This is an optimization exercise on Yosys and OpenROAD, whose aim is a short achievable clock period and few clock cycles, not a production implementation. Function was checked by simulation only, so behaviour that the tests miss may differ from the original.

==> job 3446 <==
## CPU
module CPU#(parameter ADDR_BITS=12)(clk, rst, go, rom_data_out, ram_data_out, rom_addr, ram_addr,
            ram_data_in, ram_rw, led_data_in, halt);
export LEC_CHECK = 0
export CAP_MARGIN = 20
export CORE_MARGIN = 2
export CORE_UTILIZATION = 40
export SLEW_MARGIN = 20
create_clock -name core_clock -period 10.0 [get_ports {clk}]
standard.sh (not shown) runs the stock make flow with config.mk's settings and CLKGATE_MAP_FILE= SYNTH_SCRIPT=/design/flow/synth_recipe.tcl, a recipe that flattens the netlist after the stock synthesis.
==> flow/flow/run.sh <==
#!/bin/bash
# Own flow: the standard layout (standard synthesis included), with the
# setup repair asked to leave a larger slack margin at the design's own clock
# period and constraints, so that repair_timing keeps working below 5 ns.
set -euo pipefail
export SETUP_SLACK_MARGIN=6.8
bash standard.sh > standard_flow.log 2>&1
==> job 7266: changes against job 3446 <==
--- a/flow/design.v
+++ b/flow/design.v
@@ -14,20 +14,27 @@
     reg  [31:0] e_A, e_B, e_B2, e_Ax, e_B2x;
     reg  [4:0]  e_shamt, e_rd;
     reg         e_wr;
     reg         s_add, s_sub, s_and, s_or, s_nor, s_slt, s_sltu, s_sll, s_srl, s_sra, s_link, s_lw;
     reg         e_sw, e_br, e_bne, e_pt, e_jr, e_sys;
-    reg  [31:0] e_jrp, e_link;
+    reg  [31:0] e_jrp;
+    reg  [9:0]  e_llo;             
+    reg         e_lc;
+    wire [31:0] e_link;            
+    wire        e_jal;
     reg  [19:0] e_hi;              
     reg  [1:0]  e_b10;
     reg  [10:0] e_alo;             
     reg  [5:0]  e_adhi;            
     reg  [9:0]  e_maddr;
     reg         e_rw;
     wire        redirect;
     wire [31:0] redir_tgt;
     wire        d_redir;           
+    wire        replay;            
+    wire [19:0] d_hi;
+    wire [1:0]  d_b10;
     wire        d_taken;
     wire [10:0] d_rlo;             
     wire        stall;
     wire [31:0] e_res;
     reg  [9:0]  pc_lo;
@@ -36,10 +43,11 @@
     reg  [1:0]  f_b10;
     reg  [5:0]  f_dhi;
     reg         f_c;
     reg  [31:0] ras;
     assign rom_addr = pc_lo;
+    wire [31:0] ras_f = e_jal ? e_link : ras;
     wire [31:0] fi = rom_data_out;
     wire [5:0]  f_op = fi[31:26];
     wire        f_isj  = (f_op == 6'd2) | (f_op == 6'd3);
     wire        f_isbr = (f_op == 6'd4) | (f_op == 6'd5);
     wire        f_isjr = (f_op == 6'd0) & (fi[5:0] == 6'd8);
@@ -72,17 +80,19 @@
     always @(posedge clk or posedge rst) begin
         if (rst) begin
             pc_lo <= 10'd0; f_abs <= 1'b1; f_hi <= 20'd0; f_b10 <= 2'd0; f_dhi <= 6'd0; f_c <= 1'b0;
         end else if (redirect) begin
             pc_lo <= redir_tgt[11:2]; f_abs <= 1'b1; f_hi <= redir_tgt[31:12]; f_b10 <= redir_tgt[1:0];
+        end else if (replay) begin
+            pc_lo <= d_lo; f_abs <= 1'b1; f_hi <= d_hi; f_b10 <= d_b10;
         end else if (d_redir) begin
             pc_lo <= d_rlo[9:0]; f_abs <= 1'b0; f_dhi <= d_taken ? d_ir[15:10] : 6'd0; f_c <= d_rlo[10];
         end else if (!stall) begin
             if (f_isj) begin
                 pc_lo <= fi[9:0]; f_abs <= 1'b1; f_hi <= {4'b0000, fi[25:10]}; f_b10 <= 2'd0;
             end else if (f_isjr) begin
-                pc_lo <= ras[11:2]; f_abs <= 1'b1; f_hi <= ras[31:12]; f_b10 <= ras[1:0];
+                pc_lo <= ras_f[11:2]; f_abs <= 1'b1; f_hi <= ras_f[31:12]; f_b10 <= ras_f[1:0];
             end else if (f_pt) begin
                 pc_lo <= f_bt[9:0]; f_abs <= 1'b0; f_dhi <= fi[15:10]; f_c <= f_bt[10];
             end else begin
                 pc_lo <= f_seq[9:0]; f_abs <= 1'b0; f_dhi <= 6'd0; f_c <= f_seq[10];
             end
@@ -99,25 +109,25 @@
     reg         d_pt;
     reg  [31:0] d_jrp;
     reg         d_eS, d_eT, d_wS, d_wT, d_rs0, d_rt0;
     reg  [31:0] d_oS, d_oT;
     always @(posedge clk) begin
-        if (rst | redirect | d_redir) d_valid <= 1'b0;
+        if (rst | redirect | d_redir | replay) d_valid <= 1'b0;
         else if (!stall) d_valid <= 1'b1;
         if (!stall) begin
             d_ir <= fi; d_lo <= pc_lo; d_abs <= f_abs; d_hiabs <= f_hi; d_b10abs <= f_b10;
-            d_dhi <= f_dhi; d_c <= f_c; d_pt <= f_pt; d_jrp <= ras;
+            d_dhi <= f_dhi; d_c <= f_c; d_pt <= f_pt; d_jrp <= ras_f;
             d_eS <= f_eS; d_eT <= f_eT; d_wS <= f_wS; d_wT <= f_wT; d_oS <= f_oS; d_oT <= f_oT;
             d_rs0 <= (f_rs == 5'd0); d_rt0 <= (f_rt == 5'd0);
         end
     end
     reg  [19:0] last_hi;
     reg  [1:0]  last_b10;
-    wire [19:0] d_hi  = d_abs ? d_hiabs : (last_hi + {{14{d_dhi[5]}}, d_dhi} + {19'd0, d_c});
-    wire [1:0]  d_b10 = d_abs ? d_b10abs : last_b10;
+    assign      d_hi  = d_abs ? d_hiabs : (last_hi + {{14{d_dhi[5]}}, d_dhi} + {19'd0, d_c});
+    assign      d_b10 = d_abs ? d_b10abs : last_b10;
     wire [31:0] d_pc  = {d_hi, d_lo, d_b10};
-    wire [31:0] d_pc4 = d_pc + 32'd4;
+    wire [10:0] d_seq = {1'b0, d_lo} + 11'd1;
     wire [5:0] op = d_ir[31:26];
     wire [5:0] fn = d_ir[5:0];
     wire [4:0] rd = d_ir[15:11];
     wire [15:0] imm = d_ir[15:0];
     wire rtype = (op == 6'd0);
@@ -156,11 +166,10 @@
     wire        sum0 = ((e_Ax ^ e_B2x) == zk);
     wire        d_fast = d_valid & (i_beq | i_bne) & e_valid & e_wr & s_add &
                          ((d_eS & d_rt0) | (d_eT & d_rs0));
     assign d_taken = sum0 ^ i_bne;
     assign d_redir = d_fast & (d_taken ^ d_pt) & ~redirect;
-    wire [10:0] d_seq = {1'b0, d_lo} + 11'd1;
     wire [10:0] d_tk  = {1'b0, d_lo} + {1'b0, imm[9:0]} + 11'd1;
     assign d_rlo = d_taken ? d_tk : d_seq;
     reg  [31:0] rf [1:31];
     reg  [31:0] w_oh;              
     reg  [31:0] w_res;
@@ -180,11 +189,11 @@
     end
     assign e_w = e_valid & e_wr;
     wire byp_s = d_eS;
     wire byp_t = d_eT;
     wire [31:0] sum, diff, oth;
-    wire [11:0] oth12;             
+    wire [11:0] log12, sh12;       
     wire        lt, ltu;
     wire e_cadd = s_add, e_csub = s_sub, e_cslt = s_slt | s_sltu;
     wire e_coth = ~(s_add | s_sub);
     wire a_add = byp_s & e_cadd, a_sub = byp_s & e_csub, a_oth = byp_s & e_coth, a_rf = ~byp_s;
     wire bt    = byp_t & ~use_imm;
@@ -192,12 +201,15 @@
     wire c_add = bt & e_cadd, c_sub = bt & e_csub, c_oth = bt & e_coth, c_rf = ~bt & ~use_imm;
     wire [31:0] rs_v = ({32{a_add}} & sum) | ({32{a_sub}} & diff) | ({32{a_oth}} & oth) | ({32{a_rf}} & rf_s);
     wire [31:0] rt_v = ({32{b_add}} & sum) | ({32{b_sub}} & diff) | ({32{b_oth}} & oth) | ({32{b_rf}} & rf_t);
     wire [31:0] b2_v = ({32{c_add}} & sum) | ({32{c_sub}} & diff) | ({32{c_oth}} & oth) | ({32{c_rf}} & rf_t) |
                        ({32{use_imm}} & immv);
+    assign replay  = d_valid & (i_lw | i_sw) & byp_s & (s_sll | s_srl | s_sra) & ~redirect;
     wire [11:0] ad_rf  = rf_s[11:0] + imm[11:0];
-    wire [11:0] ad_oth = oth12 + imm[11:0];
+    wire [11:0] ad_log = log12 + imm[11:0];
+    wire [11:0] ad_lw  = ram_data_out[11:0] + imm[11:0];
+    wire [11:0] ad_lnk = {e_llo, e_b10} + imm[11:0];
     wire [11:0] ad_i1  = imm[11:0] + 12'd1;
     wire [11:0] ad_slt = ((s_slt ? lt : ltu) ? ad_i1 : imm[11:0]);
     wire [11:0] cs_s   = e_A[11:0] ^ e_B2[11:0] ^ imm[11:0];
     wire [11:0] cs_c   = (e_A[11:0] & e_B2[11:0]) | (e_A[11:0] & imm[11:0]) | (e_B2[11:0] & imm[11:0]);
     wire [11:0] ad_add = cs_s + {cs_c[10:0], 1'b0};
@@ -205,27 +217,28 @@
     wire [11:0] cd_s   = e_A[11:0] ^ nb ^ imm[11:0];
     wire [11:0] cd_c   = (e_A[11:0] & nb) | (e_A[11:0] & imm[11:0]) | (nb & imm[11:0]);
     wire [11:0] ad_sub = cd_s + {cd_c[10:0], 1'b1};
     wire [11:0] d_maddr = ({12{~byp_s}} & ad_rf) | ({12{byp_s & e_cadd}} & ad_add) |
                           ({12{byp_s & e_csub}} & ad_sub) | ({12{byp_s & e_cslt}} & ad_slt) |
-                          ({12{byp_s & e_coth & ~e_cslt}} & ad_oth);
+                          ({12{byp_s & (s_and | s_or | s_nor)}} & ad_log) |
+                          ({12{byp_s & s_lw}} & ad_lw) | ({12{byp_s & s_link}} & ad_lnk);
     always @(posedge clk) begin
         if (!stall & d_valid) begin
-            last_hi <= d_hi; last_b10 <= d_b10;
+            if (!replay) begin last_hi <= d_hi; last_b10 <= d_b10; end
         end
-        if (!stall & d_valid & i_jal) ras <= d_pc4;
+        if (!stall & e_jal) ras <= e_link;
     end
     always @(posedge clk) begin
         if (rst | redirect) begin e_valid <= 1'b0; e_rw <= 1'b0; end
-        else if (!stall) begin e_valid <= d_valid; e_rw <= d_valid & i_sw; end
+        else if (!stall) begin e_valid <= d_valid & ~replay; e_rw <= d_valid & i_sw & ~replay; end
         e_A <= rs_v; e_B <= rt_v; e_B2 <= b2_v;
         e_shamt <= d_ir[10:6]; e_rd <= dst;
         e_maddr <= d_maddr[11:2];
         s_add <= i_add | i_addi | i_addiu; s_sub <= i_sub; s_and <= i_and | i_andi;
         s_or <= i_or | i_ori; s_nor <= i_nor; s_slt <= i_slt | i_slti; s_sltu <= i_sltu;
         s_sll <= i_sll; s_srl <= i_srl; s_sra <= i_sra; s_link <= i_jal; s_lw <= i_lw;
-        e_link <= d_pc4;
+        e_llo <= d_seq[9:0]; e_lc <= d_seq[10];
         if (!stall) begin
             e_wr <= wr; e_Ax <= rs_v; e_B2x <= b2_v;
             e_sw <= i_sw; e_br <= i_beq | i_bne; e_bne <= i_bne; e_pt <= d_fast ? d_taken : d_pt;
             e_jr <= i_jr; e_sys <= i_sys;
             e_hi <= d_hi; e_b10 <= d_b10;
@@ -238,15 +251,19 @@
     assign ltu  = e_Ax < e_B2x;
     assign lt   = $signed(e_Ax) < $signed(e_B2x);
     wire [31:0] shl  = e_B2x << e_shamt;
     wire [31:0] shr  = e_B2x >> e_shamt;
     wire [31:0] sar  = $signed(e_B2x) >>> e_shamt;
-    wire [31:0] oth0 = ({32{s_and}} & (e_Ax & e_B2x)) |
-                 ({32{s_or}} & (e_Ax | e_B2x)) | ({32{s_nor}} & ~(e_Ax | e_B2x)) |
-                 ({32{s_sll}} & shl) | ({32{s_srl}} & shr) | ({32{s_sra}} & sar) |
-                 ({32{s_link}} & e_link) | ({32{s_lw}} & ram_data_out);
-    assign oth12 = oth0[11:0];
+    wire [31:0] logr = ({32{s_and}} & (e_Ax & e_B2x)) |
+                 ({32{s_or}} & (e_Ax | e_B2x)) | ({32{s_nor}} & ~(e_Ax | e_B2x));
+    wire [31:0] shr_ = ({32{s_sll}} & shl) | ({32{s_srl}} & shr) | ({32{s_sra}} & sar);
+    assign log12 = logr[11:0];
+    assign sh12  = shr_[11:0];
+    wire [19:0] lhi = e_hi + {19'd0, e_lc};
+    assign e_link = {lhi, e_llo, e_b10};
+    assign e_jal  = e_valid & s_link;
+    wire [31:0] oth0 = logr | shr_ | ({32{s_link}} & e_link) | ({32{s_lw}} & ram_data_out);
     assign oth = oth0 | ({32{s_slt}} & {31'd0, lt}) | ({32{s_sltu}} & {31'd0, ltu});
     assign e_res = ({32{s_add}} & sum) | ({32{s_sub}} & diff) | oth;
     integer j;
     always @(posedge clk) begin
         if (rst) w_oh <= 32'd0;
==> PnR_summary.wiki <==
{| class="wikitable"
! Metric !! Value
|-
| Area of the mapped netlist || 81800 µm²
|-
| Run status || timing/DRC/antenna clean
|-
| Total Routing Usage GR || 0.371
|-
| Non-clock buffer total of the final layout || 911
|-
| Initial core utilization || 0.404
|-
| Final clock period utilization by the worst path || 0.390
|-
| Sequential cell area in the final layout || 47600 µm²
|-
| Layout net count || 7604
|}
# the run above: job 3446

==> PnR_summary.wiki <==
{| class="wikitable"
! Metric !! Value
|-
| Layout net count || 7848
|-
| Non-clock buffer total of the final layout || 935
|-
| Area of the mapped netlist || 82800 µm²
|-
| Final clock period utilization by the worst path || 0.391
|-
| Run status || timing/DRC/antenna clean
|-
| Initial core utilization || 0.401
|-
| Total Routing Usage GR || 0.371
|-
| Sequential cell area in the final layout || 47200 µm²
|}
# the run above: job 7266

Testbench counts of job 3446, summed over its fixed seeds: cycles 72,601.
Testbench counts of job 7266, summed over its fixed seeds: cycles 72,897.

static timing again, ports no longer ideal:
How much do the figures lean on ideal ports? The routed layouts below were timed once more, with nothing changed but the port constraints. Step 1 (the two cells are an assumption about what drives the block):
set clk [get_ports {clk}]
set_driving_cell -lib_cell sky130_fd_sc_hd__clkbuf_16 $clk
set_driving_cell -lib_cell sky130_fd_sc_hd__buf_2 [delete_from_list [all_inputs] $clk]
Step 2 moves the port delays by t, midway between the first and last clock arrival at a register: inputs arrive t later, outputs are due t later. That takes back most of the time a late clock gives input paths. a / b / c = no drivers / after step 1 / after step 2; a / b = the first two.
run | shift t [ns] | setup WS [ns] | worst hold slack (ns) | pins driven straight from the clock port
job 3446 | 0.943 | 6.101 / 6.101 / 5.261 | 0.413 / 0.413 / 0.413 | 1
job 7266 | 0.932 | 6.090 / 6.090 / 5.439 | 0.419 / 0.419 / 0.419 | 1
After both steps setup and hold are still met in every run listed. The setup slack of job 3446, which loses most, moves by 0.000 ns with the drivers and by -0.840 ns with both steps.
